What follows belongs to an exercise in optimizing a design on an open flow for small area and a short achievable clock period; a production flow would make more cautious choices. Where RTL was checked, it was by simulation tests only, not by an equivalence proof against the original. Power and IR drop assume default switching activity.

## adder_tree45
module adder_tree45 (
    input  logic          i_clk,
    input  logic          i_ena,
    input  logic [719:0]  i_data,
    input  logic [44:0]   i_input_enable,
    output logic [21:0]   o_data
);
    logic m0_0;
    logic m0_1;
    logic m0_2;
    logic m0_3;
    logic m0_4;
    logic m0_5;
    logic m0_6;
    logic m0_7;
    logic m0_8;
    logic m0_9;
    logic m0_10;
    logic m0_11;
    logic m0_12;
    logic m0_13;
    logic m0_14;
    logic m0_15;
    logic m1_0;
    logic m1_1;
    logic m1_2;
    logic m1_3;
    logic m1_4;
    logic m1_5;
    logic m1_6;
    logic m1_7;
    logic m1_8;
    logic m1_9;
    logic m1_10;
    logic m1_11;
    logic m1_12;
    logic m1_13;
    logic m1_14;
    logic m1_15;
    logic m2_0;
    logic m2_1;
    logic m2_2;
    logic m2_3;
    logic m2_4;
    logic m2_5;
    logic m2_6;
    logic m2_7;
    logic m2_8;
    logic m2_9;
    logic m2_10;
    logic m2_11;
    logic m2_12;
    logic m2_13;
    logic m2_14;
    logic m2_15;
    logic m3_0;
    logic m3_1;
    logic m3_2;
    logic m3_3;
    logic m3_4;
    logic m3_5;
    logic m3_6;
    logic m3_7;
    logic m3_8;
    logic m3_9;
    logic m3_10;
    logic m3_11;
    logic m3_12;
    logic m3_13;
    logic m3_14;
    logic m3_15;
    logic m4_0;
    logic m4_1;
    logic m4_2;
    logic m4_3;
    logic m4_4;
    logic m4_5;
    logic m4_6;
    logic m4_7;
    logic m4_8;
    logic m4_9;
    logic m4_10;
    logic m4_11;
    logic m4_12;
    logic m4_13;
    logic m4_14;
    logic m4_15;
    logic m5_0;
    logic m5_1;
    logic m5_2;
    logic m5_3;
    logic m5_4;
    logic m5_5;
    logic m5_6;
    logic m5_7;
    logic m5_8;
    logic m5_9;
    logic m5_10;
    logic m5_11;
    logic m5_12;
    logic m5_13;
  ...
Size: ~1900 cells after synthesis, roughly 790 I/O pins, about 0.027 sq mm of cells after synthesis.
Settings: LEC_CHECK=0, CAP_MARGIN=20, CORE_MARGIN=2, CORE_UTILIZATION=40, SLEW_MARGIN=20; clock period 5.5 ns.
standard.sh (not shown) runs the stock make flow with config.mk's settings and CLKGATE_MAP_FILE= SYNTH_SCRIPT=/design/flow/synth_recipe.tcl, a recipe that flattens the netlist after the stock synthesis.
==> flow/flow/run.sh <==
#!/bin/bash
# Own layout flow: the standard synthesis, then a netlist pass that removes the
# inverters Yosys's full-adder extraction leaves between full adders (full adders
# are self-dual, so each can work on true or complemented signals), then the standard flow's
# standard layout from floorplan on. Ports are buffered with buf_1 cells.
set -euo pipefail
W=$PWD
R=$W/orfs/results/${FLOW_PLATFORM:-sky130hd}/adder_tree45/base
export BUFFER_PORTS_ARGS="-buffer_cell sky130_fd_sc_hd__buf_1"
bash standard.sh "$R/1_2_yosys.v" > "$W/synth.log" 2>&1
cp "$R/1_2_yosys.v" "$W/1_2_yosys_standard.v"
python3 flow/fixinv.py "$W/1_2_yosys_standard.v" "$R/1_2_yosys.v" > "$W/fixinv.log" 2>&1
bash standard.sh > "$W/layout.log" 2>&1
Other scripts of this flow, unchanged in this note and not shown: flow/flow/fixinv.py
The first run completed without violations.
Next try:
--- a/flow/config.mk
+++ b/flow/config.mk
@@ -9,3 +9,5 @@
 export CORE_MARGIN = 2
 export CORE_UTILIZATION = 40
+export CTS_BUF_LIST = sky130_fd_sc_hd__clkbuf_4 sky130_fd_sc_hd__clkbuf_8
+export SETUP_SLACK_MARGIN = 2.5
 export SLEW_MARGIN = 20
Effect: The new run finished with timing, DRC and antenna clean; synthesized area stays the same; sequential power barely changes; non-clock buffer count rises by 14; critical path depth stays the same; worst setup slack improved by 590 ps; final cell count rises by about 1.1%; count of clock-buffer cells in the layout rises by 20; die area does not change; wire length rises by 2.3%.
Next try:
--- a/flow/config.mk
+++ b/flow/config.mk
@@ -9,5 +9,4 @@
 export CORE_MARGIN = 2
 export CORE_UTILIZATION = 40
-export CTS_BUF_LIST = sky130_fd_sc_hd__clkbuf_4 sky130_fd_sc_hd__clkbuf_8
-export SETUP_SLACK_MARGIN = 2.5
+export SETUP_SLACK_MARGIN = 2.7
 export SLEW_MARGIN = 20
Result: Global-route usage fell by 0.34 points; synthesized area is unchanged; synthesized cell count does not change; routed wire length fell by 0.87%; via count rose by 0.41%.
Next try:
--- a/flow/config.mk
+++ b/flow/config.mk
@@ -9,4 +9,4 @@
 export CORE_MARGIN = 2
 export CORE_UTILIZATION = 40
-export SETUP_SLACK_MARGIN = 2.7
+export SETUP_SLACK_MARGIN = 2.5
 export SLEW_MARGIN = 20
The new run completed without violations.
Clock skew rises by 15 ps.
First-iteration DRC count went up by 15%.
Clock-buffer cell count went up by 4.
Register-to-register slack gets worse by 40 ps.

========
== alpha ==
Another version of the RTL of adder_tree45 (not shown whole).
Size in the first run: about 1900 cells after synthesis, ~790 I/O pins.
==> flow/config.mk <==
export PLATFORM = sky130hd
export DESIGN_NAME = adder_tree45
export DESIGN_NICKNAME = adder_tree45
export VERILOG_FILES = /design/flow/design.v
export SDC_FILE = /design/flow/constraint.sdc
export NUM_CORES = 4
export LEC_CHECK = 0
export CAP_MARGIN = 20
export CORE_MARGIN = 2
export CORE_UTILIZATION = 40
export SETUP_SLACK_MARGIN = 2.5
export SLEW_MARGIN = 20
==> flow/constraint.sdc <==
create_clock -name core_clock -period 5.5 [get_ports {i_clk}]
set_input_delay 1.1000 -clock core_clock [delete_from_list [all_inputs] [get_ports {i_clk}]]
set_output_delay 1.1000 -clock core_clock [all_outputs]
set_load 0.01 [all_outputs]
Scripts as last shown in full above: flow/flow/run.sh
Other scripts of this flow, unchanged in this note and not shown: flow/flow/fixinv.py
Modified inputs, beta compared to alpha
- CORE_UTILIZATION: 40 -> 60
## What came out
alpha did not stop at any stage, and its layout met the timing, DRC and antenna checks.
beta | ERROR | I/O pin placement
Reported for beta and alpha, synthesized area turned out identical to the last digit.
Die width, beta vs alpha: down by more than 10%
Starting utilization of the core area: beta vs alpha up 20 points
## Diff of input files: gamma against beta
- swapping 2.5 for 1.5 in SETUP_SLACK_MARGIN
- swapping 60 for 40 in CORE_UTILIZATION
==> comparison <==
- gamma: PASS, flow complete, no timing, DRC or antenna violations
- Post-synthesis area per instance delta (gamma -> beta): insignificant
- Looking only at die outline height, and setting everything else aside, the higher value of beta and gamma goes to gamma.
- Synthesized instance count: gamma vs beta identical
- Going from beta to gamma, number of placement rows grows by 18.
- Delta (gamma minus beta): horizontal extent of the die picked up an extra about 22%; starting utilization of the core area down 20 points.
No run of this note included a check of the RTL's function; only the layout flow was run.

========
adder_tree45, a different RTL version from the one above (not shown whole).
For scale: ~1900 cells after synthesis, ~790 I/O pins, roughly 27000 sq um of cells after synthesis.
// adder_tree45
module adder_tree45 (
    input  logic          i_clk,
    input  logic          i_ena,
    input  logic [719:0]  i_data,
    input  logic [44:0]   i_input_enable,
    output logic [21:0]   o_data
);
export LEC_CHECK = 0
export CAP_MARGIN = 20
export CORE_MARGIN = 2
export CORE_UTILIZATION = 40
export CTS_BUF_LIST = sky130_fd_sc_hd__clkbuf_8
export CTS_CLUSTER_SIZE = 30
export SETUP_SLACK_MARGIN = 2.5
export SLEW_MARGIN = 20
create_clock -name core_clock -period 5.5 [get_ports {i_clk}]
Scripts as last shown in full above: flow/flow/run.sh
Other scripts of this flow, unchanged in this note and not shown: flow/flow/fixinv.py
The first run produced a clean layout.
Then changed:
CTS_BUF_LIST = default   (was sky130_fd_sc_hd__clkbuf_8)
CTS_CLUSTER_SIZE = default   (was 30)
PLACE_DENSITY = 0.75   (was default)
Outcome: The new run produced a clean layout; worst setup slack gets worse by 41 ps; first-iteration DRC count rises by 23%; final cell count falls by 0.66%; sequential power stays flat; hold slack gets better by 33 ps; register-to-register slack gets worse by 60 ps; core utilization rises by 0.57 points; clock skew falls by 4.4 ps; wire length falls by 2.2%; area after synthesis does not change.

========
== north ==
adder_tree45, a different RTL version from the one above (not shown whole).
For scale: roughly 1900 cells after synthesis, ~790 I/O pins, ~0.027 mm^2 of cells after synthesis.
clock: 5.5 ns
lec_check: 0
cap_margin: 5
core_margin: 2
core_utilization: 40
cts_buf_list: sky130_fd_sc_hd__clkbuf_8
cts_cluster_size: 30
setup_slack_margin: 2.5
slew_margin: 5
Scripts as last shown in full above: flow/flow/run.sh
Other scripts of this flow, unchanged in this note and not shown: flow/flow/fixinv.py
Relative to north, the following input files were edited for south:
Settings: SLEW_MARGIN: 5 -> 20; CAP_MARGIN: 5 -> 20.
--- outcome ---
Final number of max-transition violations came out exactly the same in north and south. Worst hold slack came out exactly the same in north and south. south | stages: all done | timing, DRC, antenna: all pass. Going from north to south, via density per instance stayed essentially flat; setup slack after placement stayed essentially flat; total chip power stayed essentially flat; fraction of area in multi-input gates stayed essentially flat. As far as final wirelength goes, south and north are indistinguishable; the numbers are identical.
[inputs] east vs south
Settings: a deleted CTS_BUF_LIST that had been sky130_fd_sc_hd__clkbuf_8; a deleted CTS_CLUSTER_SIZE that had been 30.
Findings:
Looking at total iterations of the first detailed-routing run, east sits 1 higher than south does. Looking at hold slack across both flows, east is the stronger of the two, with south trailing. Arrival time reported for the critical path endpoint: east vs south down 0.06 ns. east vs south, capture point of the critical path: r1_c6_13 vs r1_c4_13. Diff south..east | final standard cell area without fillers | negligible. east against south: logic gate share of total power shrank by 0.9 points; required time of the critical path shrank by 0.04 ns; global-route wire length before repair held steady; count of final max-slew check failures held steady.

========
== run C ==
adder_tree45, a different RTL version from the one above (not shown whole).
Size: roughly 1800 cells after synthesis, about 790 I/O pins, ~25000 sq um of cells after synthesis.
==> flow/design.v (excerpt) <==
module adder_tree45 (
    input  logic          i_clk,
    input  logic          i_ena,
    input  logic [719:0]  i_data,
    input  logic [44:0]   i_input_enable,
    output logic [21:0]   o_data
);
==> flow/config.mk <==
export PLATFORM = sky130hd
export DESIGN_NAME = adder_tree45
export DESIGN_NICKNAME = adder_tree45
export VERILOG_FILES = /design/flow/design.v
export SDC_FILE = /design/flow/constraint.sdc
export NUM_CORES = 4
export LEC_CHECK = 0
export CAP_MARGIN = 20
export CORE_MARGIN = 2
export CORE_UTILIZATION = 40
export SETUP_SLACK_MARGIN = 2.5
export SLEW_MARGIN = 20
==> flow/constraint.sdc <==
create_clock -name core_clock -period 5.5 [get_ports {i_clk}]
set_input_delay 1.1000 -clock core_clock [delete_from_list [all_inputs] [get_ports {i_clk}]]
set_output_delay 1.1000 -clock core_clock [all_outputs]
set_load 0.01 [all_outputs]
Scripts as last shown in full above: flow/flow/run.sh
Other scripts of this flow, unchanged in this note and not shown: flow/flow/fixinv.py
Relative to run C, the following input files were edited for run B:
- swapping 2.5 for 1.5 in SETUP_SLACK_MARGIN
Notes after the runs:
Run B vs run C: area growth from synthesis to layout down in run B. Diff run C -> run B | required arrival time at the worst endpoint | decrease of 0.02 ns. The lower total power per unit cell area came out of run C. [compare] base=run C new=run B: pin count of the biggest net entering global routing rose about 20%, total length of routed wires fell about 16%, total area of sequential cells about even, detailed placer's ending HPWL fell 6.2 mm, routed length per instance fell 4.7 um. Power delta (run B − run C): favourable. Compared with run C, run B shows a routed wire length on met3 that is about 33% lower.
No run of this note included a check of the RTL's function; only the layout flow was run.

separate check: timing with driven ports:
The flow's constraints put no driver on any port. The routed layouts listed below were extracted and timed again, unchanged, in two steps. Step 1 sets driving cells, clkbuf_16 on the clock port and buf_2 on the other inputs (assumed; they add their load-dependent delay and slew). Step 2 also shifts input and output timing later by t, the mid clock arrival at the registers, as if the neighbouring blocks saw the same clock. Slacks: no drivers / after step 1 / after step 2; pairs: no drivers / after step 1.
| run | shift t [ns] | setup WS [ns] | slew at the worst register clock pin (ns) |
|---|---|---|---|
| the first run of note 1 | 0.587 | 1.817 / 1.839 / 1.252 | 0.06 / 0.06 |
| the second run of note 1 | 0.673 | 2.409 / 2.425 / 1.752 | 0.07 / 0.07 |
| the third run of note 1 | 0.603 | 2.435 / 2.435 / 2.038 | 0.06 / 0.06 |
| the fourth run of note 1 | 0.585 | 2.398 / 2.398 / 1.910 | 0.06 / 0.06 |
| alpha | 0.598 | 2.301 / 2.301 / 1.908 | 0.07 / 0.07 |
| gamma | 0.607 | 1.802 / 1.843 / 1.237 | 0.06 / 0.06 |
| the first run of note 3 | 0.665 | 2.408 / 2.346 / 1.816 | 0.06 / 0.06 |
| the second run of note 3 | 0.613 | 2.367 / 2.301 / 1.868 | 0.07 / 0.07 |
| north | 0.659 | 2.441 / 2.452 / 1.793 | 0.07 / 0.07 |
| south | 0.659 | 2.441 / 2.452 / 1.793 | 0.07 / 0.07 |
| east | 0.593 | 2.455 / 2.476 / 1.882 | 0.06 / 0.06 |
| run C | 0.591 | 2.203 / 2.095 / 1.504 | 0.06 / 0.06 |
| run B | 0.602 | 1.459 / 1.502 / 0.900 | 0.06 / 0.06 |
After both steps setup and hold are still met in every run listed. The setup slack of run C, which loses most, moves by -0.108 ns with the drivers and by -0.699 ns with both steps.
